Background: an optimization exercise with open tools, aiming at small area, a short achievable clock period and few clock cycles. Do not read the settings as production practice. RTL that was checked went through simulation tests only; none was proved equivalent to the original. No activity file was given, so power comes from the tool's default toggle rates.

==> run G: inputs <==
## mips_pipeline
module mips_pipeline(
input clk,
input rst_n,
output [6:0] imem_addr,
input [31:0] imem_rdata,
output [6:0] dmem_addr,
output [31:0] dmem_wdata,
output dmem_we,
input [31:0] dmem_rdata,
output wb_en,
output [4:0] wb_addr,
output [31:0] wb_data
    );
export LEC_CHECK = 0
export CAP_MARGIN = 20
export CORE_MARGIN = 2
export CORE_UTILIZATION = 30
export PLACE_DENSITY = 0.5
export SLEW_MARGIN = 20
create_clock -name core_clock -period 24.0 [get_ports {clk}]
run.sh (not shown) runs the stock make flow with config.mk's settings and CLKGATE_MAP_FILE= SYNTH_SCRIPT=/design/flow/synth_recipe.tcl, a recipe that flattens the netlist after the stock synthesis.
==> run Y (differences from run G) <==
==> flow/design.v (replaced) <==
module mips_pipeline(
input clk,
input rst_n,
output [6:0] imem_addr,
input [31:0] imem_rdata,
output [6:0] dmem_addr,
output [31:0] dmem_wdata,
output dmem_we,
input [31:0] dmem_rdata,
output wb_en,
output [4:0] wb_addr,
output [31:0] wb_data
    );
parameter BTB_N = 0;        
parameter STATIC = 1;       
reg  [6:0]  pc_f;           
reg  [31:0] ir;             
reg  [31:1] s_rs, s_rt;     
reg  [6:0]  pc_e;           
reg         v_e;            
reg         m_we;           
reg         m_load;         
reg         m_store;        
reg  [4:0]  m_rd;
reg  [31:0] m_res;          
reg  [6:0]  m_addr;         
reg         w_en;
reg  [4:0]  w_rd;
reg  [31:0] w_data;
reg  [31:0] rf [1:31];
reg  [31:1] rf_v;           
integer i;
function [6:0] spred(input [31:0] w, input [6:0] pc);
	reg [5:0] o;
	begin
		o = w[31:26];
		if (o == 6'h02)
			spred = w[6:0];
		else if (w[15] && (o == 6'h04 || o == 6'h05 || o == 6'h07 || o == 6'h01))
			spred = pc + 7'd1 + w[6:0];
		else
			spred = pc + 7'd1;
	end
endfunction
wire [5:0] op = ir[31:26];
wire [4:0] rs = ir[25:21];
wire [4:0] rt = ir[20:16];
wire [4:0] rd = ir[15:11];
wire [4:0] sa = ir[10:6];
wire [5:0] fn = ir[5:0];
wire [31:0] simm = {{16{ir[15]}}, ir[15:0]};
wire op_r    = (op == 6'h00);
wire op_jr   = op_r & fn[3];
wire op_sh   = op_r & ~fn[5] & ~fn[3];    
wire op_shv  = op_sh & fn[2];             
wire op_addi = (op == 6'h08);
wire op_andi = (op == 6'h0C);
wire op_ori  = (op == 6'h0D);
wire op_lui  = (op == 6'h0F);
wire op_lw   = (op == 6'h23);
wire op_sw   = (op == 6'h2B);
wire op_beq  = (op == 6'h04);
wire op_bne  = (op == 6'h05);
wire op_bgtz = (op == 6'h07);
wire op_bz   = (op == 6'h01);             
wire op_j    = (op == 6'h02);
wire wr_rt   = op_addi | op_andi | op_ori | op_lui | op_lw;
wire wr_rd   = op_r & ~op_jr;
wire [4:0] dst = op_r ? rd : rt;
wire use_rs  = ~(op_j | op_lui | (op_sh & ~op_shv));
wire use_rt  = op_r | op_beq | op_bne | op_sw;
reg  [31:0] rf_rs, rf_rt;
always @(*) begin
	rf_rs = 32'd0; rf_rt = 32'd0;
	for (i = 1; i < 32; i = i + 1) begin
		rf_rs = rf_rs | ({32{s_rs[i]}} & rf[i]);
		rf_rt = rf_rt | ({32{s_rt[i]}} & rf[i]);
	end
end
wire v_rs = |(s_rs & rf_v);
wire v_rt = |(s_rt & rf_v);
wire fwd_rs = m_we & (m_rd == rs);
wire fwd_rt = m_we & (m_rd == rt);
wire [31:0] a  = ({32{fwd_rs}} & m_res) | ({32{~fwd_rs & v_rs}} & rf_rs);
wire [31:0] bt = ({32{fwd_rt}} & m_res) | ({32{~fwd_rt & v_rt}} & rf_rt);
wire replay = m_load & ((fwd_rs & use_rs) | (fwd_rt & use_rt));
wire [31:0] b = op_r ? bt : simm;
wire sub = op_r & fn[1];
wire [31:0] sum = a + (sub ? ~b : b) + {31'd0, sub};
wire [1:0] lsel = op_r ? fn[1:0] : {1'b0, op_ori};
reg  [31:0] logic_r;
always @(*) begin
	case (lsel)
	2'd0: logic_r = a & b;
	2'd1: logic_r = a | b;
	2'd2: logic_r = a ^ b;
	default: logic_r = ~(a | b);
	endcase
end
wire [4:0]  shamt = op_lui ? 5'd16 : (op_shv ? a[4:0] : sa);
wire        shr   = op_sh & fn[1];
wire [31:0] shifted = shr ? (b >> shamt) : (b << shamt);
wire is_logic = (op_r & fn[5] & fn[2]) | op_andi | op_ori;
wire is_shift = op_sh | op_lui;
wire [31:0] result = op_sw ? bt : is_shift ? shifted : is_logic ? logic_r : sum;
wire eq    = (a == bt);
wire azero = (a == 32'd0);
wire cond  = (op_beq & eq) | (op_bne & ~eq) | (op_bgtz & ~a[31] & ~azero) |
             (op_bz & (rt[0] ^ a[31]));
wire [6:0] pc_seq = pc_e + 7'd1;
wire [6:0] pc_br  = pc_seq + ir[6:0];
wire [6:0] pc_next = op_j ? ir[6:0] : op_jr ? a[8:2] : cond ? pc_br : pc_seq;
wire go = v_e & ~replay;
wire redirect = v_e & (replay | (pc_next != pc_f));
wire [6:0] pc_redir = replay ? pc_e : pc_next;
wire [6:0] pred_s = STATIC ? spred(imem_rdata, pc_f) : pc_f + 7'd1;
reg  [6:0] pred;
generate if (BTB_N > 0) begin : g_btb
	localparam IW = (BTB_N > 1) ? $clog2(BTB_N) : 1;
	reg  [6:0] btb_tag [0:BTB_N-1];
	reg  [6:0] btb_tgt [0:BTB_N-1];
	reg  [BTB_N-1:0] btb_v;
	reg  [IW-1:0] btb_ptr;
	integer k;
	always @(*) begin
		pred = pred_s;
		for (k = 0; k < BTB_N; k = k + 1)
			if (btb_v[k] && btb_tag[k] == pc_f) pred = btb_tgt[k];
	end
	reg        u_go, u_hit, u_ins;
	reg  [IW-1:0] u_idx;
	reg  [6:0] u_pc, u_tgt;
	reg        hit_e;
	reg  [IW-1:0] idx_e;
	always @(*) begin
		hit_e = 1'b0; idx_e = btb_ptr;
		for (k = 0; k < BTB_N; k = k + 1)
			if (btb_v[k] && btb_tag[k] == pc_e) begin hit_e = 1'b1; idx_e = k; end
	end
	wire [6:0] spred_e = STATIC ? spred(ir, pc_e) : pc_seq;
	always @(posedge clk or negedge rst_n) begin
		if (!rst_n) u_go <= 1'b0;
		else u_go <= go;
	end
	always @(posedge clk) begin
		u_hit <= hit_e; u_idx <= idx_e; u_pc <= pc_e; u_tgt <= pc_next;
		u_ins <= (pc_next != spred_e);
	end
	always @(posedge clk or negedge rst_n) begin
		if (!rst_n) begin
			btb_v <= 0; btb_ptr <= 0;
		end else if (u_go) begin
			if (u_ins) begin
				btb_v[u_idx] <= 1'b1;
				if (!u_hit) btb_ptr <= btb_ptr + 1'b1;
			end else if (u_hit) begin
				btb_v[u_idx] <= 1'b0;
			end
		end
	end
	always @(posedge clk) begin
		if (u_go && u_ins) begin
			btb_tag[u_idx] <= u_pc;
			btb_tgt[u_idx] <= u_tgt;
		end
	end
end else begin : g_nobtb
	always @(*) pred = pred_s;
end endgenerate
assign imem_addr = pc_f;
always @(posedge clk or negedge rst_n) begin
	if (!rst_n) begin
		pc_f <= 7'd0; v_e <= 1'b0;
	end else if (redirect) begin
		pc_f <= pc_redir; v_e <= 1'b0;
	end else begin
		pc_f <= pred; v_e <= 1'b1;
	end
end
always @(posedge clk) begin
	ir <= imem_rdata; pc_e <= pc_f;
	for (i = 1; i < 32; i = i + 1) begin
		s_rs[i] <= (imem_rdata[25:21] == i);
		s_rt[i] <= (imem_rdata[20:16] == i);
	end
end
always @(posedge clk or negedge rst_n) begin
	if (!rst_n) begin
		m_we <= 1'b0; m_store <= 1'b0;
	end else begin
		m_we <= go & (wr_rt | wr_rd) & (dst != 5'd0);
		m_store <= go & op_sw;
	end
end
always @(posedge clk) begin
	m_load <= op_lw;
	m_rd <= dst;
	m_res <= result;
	m_addr <= sum[8:2];
end
assign dmem_addr = m_addr;
assign dmem_wdata = m_res;
assign dmem_we = m_store;
wire [31:0] wr_data = m_load ? dmem_rdata : m_res;
always @(posedge clk) begin
	if (m_we) rf[m_rd] <= wr_data;
end
always @(posedge clk or negedge rst_n) begin
	if (!rst_n) rf_v <= 31'd0;
	else if (m_we) rf_v[m_rd] <= 1'b1;
end
always @(posedge clk or negedge rst_n) begin
	if (!rst_n) w_en <= 1'b0;
	else w_en <= m_we;
end
always @(posedge clk) begin
	w_rd <= m_rd;
	w_data <= wr_data;
end
assign wb_en = w_en;
assign wb_addr = w_rd;
assign wb_data = w_data;
endmodule
==> impl_metrics.csv <==
group,metric,value,unit
cells_and_area,seq_cell_count,1217,
synthesis,synthArstFlopShare,3.45,%
cells_and_area,nNonClkBuffers,295,
cells_and_area,multi_input_area_share,32.6,%
placed_design,place_area,62700,um^2
placed_design,dpl_worst_slack,16.52,ns
synthesis,synth_top_area_share,51.0,%
floorplanning,rows,161,
pwr,p_seq,2.46,mW
critical_path,worst-path-buf-inv,2,
pwr,seq_power_share,45.2,%
status,status,"no timing/DRC/antenna violations",
critical_path,path_max_fanout,19,
synthesis,synth_area_per_cell,12.3,um^2
cells_and_area,regArea,34600,um^2
drt,routed_via_density,6.71,
# the run above: run Y

==> impl_metrics.csv <==
group,metric,value,unit
cells_and_area,nNonClkBuffers,299,
clock_tree,postCtsSetupRepairBufs,0,
cells_and_area,regArea,35700,um^2
hold_path,min-delay-start,"btb_ptr[1]",
synthesis,synthArstFlopShare,3.91,%
placed_design,dpl_worst_slack,14.52,ns
synthesis,synth_area_per_cell,13.4,um^2
floorplanning,rows,173,
cells_and_area,seq_cell_count,1227,
critical_path,path_max_fanout,79,
synthesis,seq_area_frac_synth,53.5,%
global_routing,globalRouteMet1Util,32.0,%
pwr,p_seq,2.59,mW
pwr,power_leader,"sequential cells",
critical_path,worst-path-buf-inv,4,
drt,first_pass_iters,8,
pwr,seq_power_share,43.3,%
drt,routed_via_density,5.87,
global_routing,grt_use_met3,3.70,%
synthesis,synth_top_area_share,48.9,%
cells_and_area,drive_above_1_share,19.6,%
status,status,"no timing/DRC/antenna violations",
# the run above: run G

No functional check of the RTL was part of any run of this note.

========
==> try-garnet: inputs <==
Another version of the RTL of mips_pipeline (not shown whole).
==> module mips_pipeline, before the edit <==
module mips_pipeline(
input clk,
input rst_n,
output [6:0] imem_addr,
input [31:0] imem_rdata,
output [6:0] dmem_addr,
output [31:0] dmem_wdata,
output dmem_we,
input [31:0] dmem_rdata,
output wb_en,
output [4:0] wb_addr,
output [31:0] wb_data
    );
reg  [6:0]  pc_f;           
reg  [31:0] ir;             
reg  [31:1] s_rs, s_rt;     
reg  [6:0]  pc_e;           
reg         fwd_rs, fwd_rt; 
reg         v_e;            
reg         m_we;           
reg         m_load;         
reg         m_store;        
reg  [4:0]  m_rd;
reg  [31:0] m_res;          
reg  [31:0] m_sd;           
reg  [6:0]  m_addr;         
reg         w_en;
reg  [4:0]  w_rd;
reg  [31:0] w_data;
reg  [31:0] rf [1:31];
reg  [31:1] rf_v;           
integer i;
wire [5:0] op = ir[31:26];
wire [4:0] rs = ir[25:21];
wire [4:0] rt = ir[20:16];
wire [4:0] rd = ir[15:11];
wire [5:0] fn = ir[5:0];
wire op_r    = (op == 6'h00);
wire op_jr   = op_r & fn[3];
wire op_sh   = op_r & ~fn[5] & ~fn[3];    
wire op_shv  = op_sh & fn[2];             
wire op_lui  = (op == 6'h0F);
wire op_lw   = (op == 6'h23);
wire op_sw   = (op == 6'h2B);
wire op_beq  = (op == 6'h04);
wire op_bne  = (op == 6'h05);
wire op_j    = (op == 6'h02);
wire wr_rt   = (op == 6'h08) | (op == 6'h0C) | (op == 6'h0D) | op_lui | op_lw;
wire wr_rd   = op_r & ~op_jr;
wire [4:0] dst = op_r ? rd : rt;
wire use_rs  = ~(op_j | op_lui | (op_sh & ~op_shv));
wire use_rt  = op_r | op_beq | op_bne | op_sw;
wire wr_any  = (wr_rt | wr_rd) & (dst != 5'd0);
wire [32*31-1:0] rf_flat;
genvar gi;
generate for (gi = 1; gi < 32; gi = gi + 1) begin : g_rf
	assign rf_flat[32*(gi-1) +: 32] = rf[gi];
end endgenerate
wire [31:0] a, bt;
operand u_rs(.sel(s_rs), .vld(rf_v), .rfd(rf_flat), .fwd(fwd_rs & m_we), .fv(m_res), .o(a));
operand u_rt(.sel(s_rt), .vld(rf_v), .rfd(rf_flat), .fwd(fwd_rt & m_we), .fv(m_res), .o(bt));
wire replay = m_we & m_load & ((fwd_rs & use_rs) | (fwd_rt & use_rt));
wire go = v_e & ~replay;
wire [31:0] result;
wire [6:0]  addr;
alu u_alu(.ir(ir), .a(a), .bt(bt), .result(result), .addr(addr));
wire redirect;
wire [6:0] pc_redir;
branch u_br(.ir(ir), .a(a), .bt(bt), .pc_e(pc_e), .pc_f(pc_f), .v_e(v_e),
            .replay(replay), .redirect(redirect), .pc_redir(pc_redir));
wire [6:0] pred;
predict u_pred(.w(imem_rdata), .pc(pc_f), .pred(pred));
assign imem_addr = pc_f;
always @(posedge clk or negedge rst_n) begin
	if (!rst_n) begin
		pc_f <= 7'd0; v_e <= 1'b0;
	end else if (redirect) begin
		pc_f <= pc_redir; v_e <= 1'b0;
	end else begin
		pc_f <= pred; v_e <= 1'b1;
	end
end
always @(posedge clk) begin
	ir <= imem_rdata; pc_e <= pc_f;
	fwd_rs <= (imem_rdata[25:21] == dst) & wr_any;
	fwd_rt <= (imem_rdata[20:16] == dst) & wr_any;
	for (i = 1; i < 32; i = i + 1) begin
		s_rs[i] <= (imem_rdata[25:21] == i);
		s_rt[i] <= (imem_rdata[20:16] == i);
	end
end
always @(posedge clk or negedge rst_n) begin
	if (!rst_n) begin
		m_we <= 1'b0; m_store <= 1'b0;
	end else begin
		m_we <= go & wr_any;
		m_store <= go & op_sw;
	end
end
always @(posedge clk) begin
	m_load <= op_lw;
	m_rd <= dst;
	m_res <= result;
	m_sd <= bt;
	m_addr <= addr;
end
assign dmem_addr = m_addr;
assign dmem_wdata = m_sd;
assign dmem_we = m_store;
wire [31:0] wr_data = m_load ? dmem_rdata : m_res;
always @(posedge clk) begin
	if (m_we) rf[m_rd] <= wr_data;
end
always @(posedge clk or negedge rst_n) begin
	if (!rst_n) rf_v <= 31'd0;
	else if (m_we) rf_v[m_rd] <= 1'b1;
end
always @(posedge clk or negedge rst_n) begin
	if (!rst_n) w_en <= 1'b0;
	else w_en <= m_we;
end
always @(posedge clk) begin
	w_rd <= m_rd;
	w_data <= wr_data;
end
assign wb_en = w_en;
assign wb_addr = w_rd;
assign wb_data = w_data;
endmodule
==> module predict, before the edit <==
module predict(input [31:0] w, input [6:0] pc, output [6:0] pred);
wire [5:0] o = w[31:26];
wire br = (o == 6'h04) | (o == 6'h05) | (o == 6'h07) | (o == 6'h01);
assign pred = (o == 6'h02) ? w[6:0] :
              (br & w[15]) ? pc + 7'd1 + w[6:0] : pc + 7'd1;
endmodule
Settings: LEC_CHECK=0, CAP_MARGIN=20, CORE_MARGIN=2, CORE_UTILIZATION=60, PLACE_DENSITY=0.75, SLEW_MARGIN=20, SYNTH_HIERARCHICAL=1, SYNTH_MINIMUM_KEEP_SIZE=0; clock period 24.0 ns.
==> try-yarrow: changes against try-garnet <==
==> flow/design.v, changed modules only <==
module mips_pipeline(
input clk,
input rst_n,
output [6:0] imem_addr,
input [31:0] imem_rdata,
output [6:0] dmem_addr,
output [31:0] dmem_wdata,
output dmem_we,
input [31:0] dmem_rdata,
output wb_en,
output [4:0] wb_addr,
output [31:0] wb_data
    );
reg  [6:0]  pc_f;           
reg  [6:0]  pc_on;          
reg  [31:0] ir;             
reg  [31:1] s_rs, s_rt;     
reg  [6:0]  pc_e;           
reg         fwd_rs, fwd_rt; 
reg         v_e;            
reg         m_we;           
reg         m_load;         
reg         m_store;        
reg  [4:0]  m_rd;
reg  [31:0] m_res;          
reg  [31:0] m_sd;           
reg  [6:0]  m_addr;         
reg         w_en;
reg  [4:0]  w_rd;
reg  [31:0] w_data;
reg  [31:0] rf [1:31];
reg  [31:1] rf_v;           
integer i;
wire [5:0] op = ir[31:26];
wire [4:0] rs = ir[25:21];
wire [4:0] rt = ir[20:16];
wire [4:0] rd = ir[15:11];
wire [5:0] fn = ir[5:0];
wire op_r    = (op == 6'h00);
wire op_jr   = op_r & fn[3];
wire op_sh   = op_r & ~fn[5] & ~fn[3];    
wire op_shv  = op_sh & fn[2];             
wire op_lui  = (op == 6'h0F);
wire op_lw   = (op == 6'h23);
wire op_sw   = (op == 6'h2B);
wire op_beq  = (op == 6'h04);
wire op_bne  = (op == 6'h05);
wire op_j    = (op == 6'h02);
wire wr_rt   = (op == 6'h08) | (op == 6'h0C) | (op == 6'h0D) | op_lui | op_lw;
wire wr_rd   = op_r & ~op_jr;
wire [4:0] dst = op_r ? rd : rt;
wire use_rs  = ~(op_j | op_lui | (op_sh & ~op_shv));
wire use_rt  = op_r | op_beq | op_bne | op_sw;
wire wr_any  = (wr_rt | wr_rd) & (dst != 5'd0);
wire [32*31-1:0] rf_flat;
genvar gi;
generate for (gi = 1; gi < 32; gi = gi + 1) begin : g_rf
	assign rf_flat[32*(gi-1) +: 32] = rf[gi];
end endgenerate
wire [31:0] a, bt;
operand u_rs(.sel(s_rs), .vld(rf_v), .rfd(rf_flat), .fwd(fwd_rs & m_we), .fv(m_res), .o(a));
operand u_rt(.sel(s_rt), .vld(rf_v), .rfd(rf_flat), .fwd(fwd_rt & m_we), .fv(m_res), .o(bt));
wire replay = m_we & m_load & ((fwd_rs & use_rs) | (fwd_rt & use_rt));
wire go = v_e & ~replay;
wire [31:0] result;
wire [6:0]  addr;
alu u_alu(.ir(ir), .a(a), .bt(bt), .result(result), .addr(addr));
wire redirect;
wire [6:0] pc_redir;
branch u_br(.ir(ir), .a(a), .bt(bt), .pc_e(pc_e), .pc_f(pc_f), .v_e(v_e),
            .replay(replay), .redirect(redirect), .pc_redir(pc_redir));
wire e_addsub = v_e & ((op_r & fn[5] & ~fn[2]) | (op == 6'h08));
wire jr_fwd = e_addsub & ~imem_rdata[31] & ~imem_rdata[29] & ~imem_rdata[28] &
              ~imem_rdata[27] & ~imem_rdata[26] & imem_rdata[3] & ~imem_rdata[5];
wire [6:0] npc;
nextpc u_npc(.w(imem_rdata), .pc(pc_f), .jr_fwd(jr_fwd), .jr_tgt(addr),
             .redirect(redirect), .pc_redir(pc_redir), .npc(npc));
assign imem_addr = ~pc_on;
always @(posedge clk or negedge rst_n) begin
	if (!rst_n) begin
		pc_f <= 7'd0; v_e <= 1'b0;
	end else begin
		pc_f <= npc; v_e <= ~redirect;
	end
end
always @(posedge clk or negedge rst_n) begin
	if (!rst_n) pc_on <= 7'h7f;
	else pc_on <= ~npc;
end
always @(posedge clk) begin
	ir <= imem_rdata; pc_e <= pc_f;
	fwd_rs <= (imem_rdata[25:21] == dst) & wr_any;
	fwd_rt <= (imem_rdata[20:16] == dst) & wr_any;
	for (i = 1; i < 32; i = i + 1) begin
		s_rs[i] <= (imem_rdata[25:21] == i);
		s_rt[i] <= (imem_rdata[20:16] == i);
	end
end
always @(posedge clk or negedge rst_n) begin
	if (!rst_n) begin
		m_we <= 1'b0; m_store <= 1'b0;
	end else begin
		m_we <= go & wr_any;
		m_store <= go & op_sw;
	end
end
always @(posedge clk) begin
	m_load <= op_lw;
	m_rd <= dst;
	m_res <= result;
	m_sd <= bt;
	m_addr <= addr;
end
assign dmem_addr = m_addr;
assign dmem_wdata = m_sd;
assign dmem_we = m_store;
wire [31:0] wr_data = m_load ? dmem_rdata : m_res;
always @(posedge clk) begin
	if (m_we) rf[m_rd] <= wr_data;
end
always @(posedge clk or negedge rst_n) begin
	if (!rst_n) rf_v <= 31'd0;
	else if (m_we) rf_v[m_rd] <= 1'b1;
end
always @(posedge clk or negedge rst_n) begin
	if (!rst_n) w_en <= 1'b0;
	else w_en <= m_we;
end
always @(posedge clk) begin
	w_rd <= m_rd;
	w_data <= wr_data;
end
assign wb_en = w_en;
assign wb_addr = w_rd;
assign wb_data = w_data;
endmodule
module nextpc(
input [31:0] w,
input [6:0] pc,
input jr_fwd,
input [6:0] jr_tgt,
input redirect,
input [6:0] pc_redir,
output [6:0] npc
);
wire [5:0] o = w[31:26];
wire lo = ~o[5] & ~o[3];
wire j  = lo & o[1] & ~o[2];
wire bb = lo & (o[2] | o[0]) & w[15];
wire [6:0] seq = pc + 7'd1;
reg [6:0] g, p, pp;
integer l, k;
always @(*) begin
	g = seq & w[6:0]; p = seq ^ w[6:0]; pp = p;
	for (l = 1; l < 7; l = l * 2)
		for (k = 6; k >= l; k = k - 1) begin
			g[k] = g[k] | (pp[k] & g[k-l]);
			pp[k] = pp[k] & pp[k-l];
		end
end
wire [6:0] tgt = p ^ {g[5:0], 1'b0};
wire s_r  = redirect;
wire s_jr = ~redirect & jr_fwd;
wire s_j  = ~redirect & ~jr_fwd & j;
wire s_t  = ~redirect & ~jr_fwd & ~j & bb;
wire s_s  = ~redirect & ~jr_fwd & ~j & ~bb;
assign npc = ({7{s_r}} & pc_redir) | ({7{s_jr}} & jr_tgt) | ({7{s_j}} & w[6:0]) |
             ({7{s_t}} & tgt) | ({7{s_s}} & seq);
endmodule
// module predict removed
==> flow/flow/run.sh (new file) <==
#!/bin/bash
# Own flow: the standard flow, with every port buffer a buf_2 instead of
# the cell buffer_ports picks by default (a delay cell, slow and larger).
set -euo pipefail
export BUFFER_PORTS_ARGS="-buffer_cell sky130_fd_sc_hd__buf_2"
bash standard.sh synth > synth.log 2>&1
bash standard.sh > layout.log 2>&1
==> flow/standard.sh (new file) <==
#!/bin/bash
# synth_recipe.tcl (not shown) runs the flow's synth.tcl, then flattens the netlist and writes it again
# the make line also repeats each setting of config.mk as NAME=value (left out here)
make -C /OpenROAD-flow-scripts/flow DESIGN_CONFIG=/design/flow/config.mk WORK_HOME=/design/flow/orfs CLKGATE_MAP_FILE= SYNTH_SCRIPT=/design/flow/synth_recipe.tcl "${@:-finish}"
- CORE_UTILIZATION: 60 -> 45
- CTS_CLUSTER_DIAMETER: not set -> 60
- CTS_CLUSTER_SIZE: not set -> 30
- PLACE_DENSITY: 0.75 -> 0.6
- SLEW_MARGIN: 20 -> 40
removed: flow/run.sh
==> summary of the runs <==
- try-garnet passed the timing, design-rule and antenna checks. try-yarrow completed without violations.
- Between try-garnet and try-yarrow, the lower count of clock-buffer cells in the layout is in try-yarrow (gap 64).
- Between try-yarrow and try-garnet, the lower worst hold slack is in try-garnet (gap 0.029 ns).
- Between try-yarrow and try-garnet, the lower routed wire length is in try-garnet (gap about 6%, measured against try-garnet).
- Clock power: try-yarrow is lower than try-garnet (about 8%).
- In synthesized cell count, try-yarrow and try-garnet hardly differ.
- Between try-yarrow and try-garnet, the lower utilization is in try-yarrow (gap 17 points).
- In area after synthesis, try-garnet and try-yarrow hardly differ.
- In try-garnet the first-iteration DRC count is larger than in try-yarrow, by about 17%.
- Of try-yarrow and try-garnet, try-garnet has the higher critical path depth (gap 2).
- Between try-yarrow and try-garnet, the lower sequential share of layout area is in try-garnet (gap 0.47 points).
==> figures <==
Clk pwr: try-yarrow 1.91 mW; try-garnet 2.08 mW
Largest driver fanout on the critical path: try-yarrow 26; try-garnet 19
Worst min-delay path startpoint: try-yarrow rf_v[30]; try-garnet m_rd[1]
Synth Instances: try-yarrow 4728; try-garnet 4730
Reg2reg start: try-yarrow s_rs[12]; try-garnet s_rt[25]
Final weighted congestion in routability-driven placement: try-yarrow 0.987; try-garnet 1.12
Routing usage on met3: try-yarrow 0.163; try-garnet 0.277
Final WL: try-yarrow 283000 um; try-garnet 267000 um
Setup slack after placement: try-yarrow 16.95 ns; try-garnet 16.76 ns
Final non-filler cell total: try-yarrow 6685; try-garnet 6236
Multi-In Gates: try-yarrow 3016; try-garnet 3040
Peak ir drop on the vdd network: try-yarrow 0.0000663 V; try-garnet 0.0000881 V
Result of the run: try-yarrow complete, no violations; try-garnet complete, no violations
Num sequential: try-yarrow 1253; try-garnet 1246
Largest net degree at the start of global routing: try-yarrow 68; try-garnet 65
Worst path arrival time: try-yarrow 7.20 ns; try-garnet 7.73 ns
Reg2Reg Capture Point: try-yarrow pc_on[4]; try-garnet m_res[31]
Worst Setup SP: try-yarrow s_rs[12]; try-garnet s_rt[25]
Warnings, synthesis: try-yarrow 11; try-garnet 10
Final-stage net count: try-yarrow 5012; try-garnet 5021
Worst slew pin tran: try-yarrow 0.989 ns; try-garnet 1.36 ns
Final Cycle Share: try-yarrow 0.273; try-garnet 0.298
Testbench counts of try-garnet, summed over its fixed seeds: cycles 26,801.
Testbench counts of try-yarrow, summed over its fixed seeds: cycles 26,140.

separate check: timing with driven ports:
The results above use ideal ports. As a check the final layouts listed here were re-extracted and re-timed, cells and wires unchanged.
Step 1 (the two cells are an assumption about what drives the block):
set clk [get_ports {clk}]
set_driving_cell -lib_cell sky130_fd_sc_hd__clkbuf_16 $clk
set_driving_cell -lib_cell sky130_fd_sc_hd__buf_2 [delete_from_list [all_inputs] $clk]
Step 2 also shifts input and output timing later by t, the mid clock arrival at the registers, as if the neighbouring blocks saw the same clock.
a / b / c = ideal / step 1 / step 2; a / b = the first two.
run	t, ns	slack for setup (ns)	hold WS [ns]	worst slew at a driven data input, ns	pins driven straight from the clock port
run G	0.862	14.832 / 14.832 / 14.832	0.466 / 0.466 / 0.466	0.07	1
run Y	0.885	16.166 / 16.166 / 16.166	0.507 / 0.507 / 0.507	0.06	1
try-garnet	0.845	16.845 / 16.845 / 16.728	0.468 / 0.468 / 0.468	0.16	1
try-yarrow	0.838	17.450 / 17.450 / 17.142	0.496 / 0.496 / 0.496	0.15	1
After both steps setup and hold are still met in every run listed. The setup slack of try-yarrow, which loses most, moves by 0.000 ns with the drivers and by -0.308 ns with both steps.
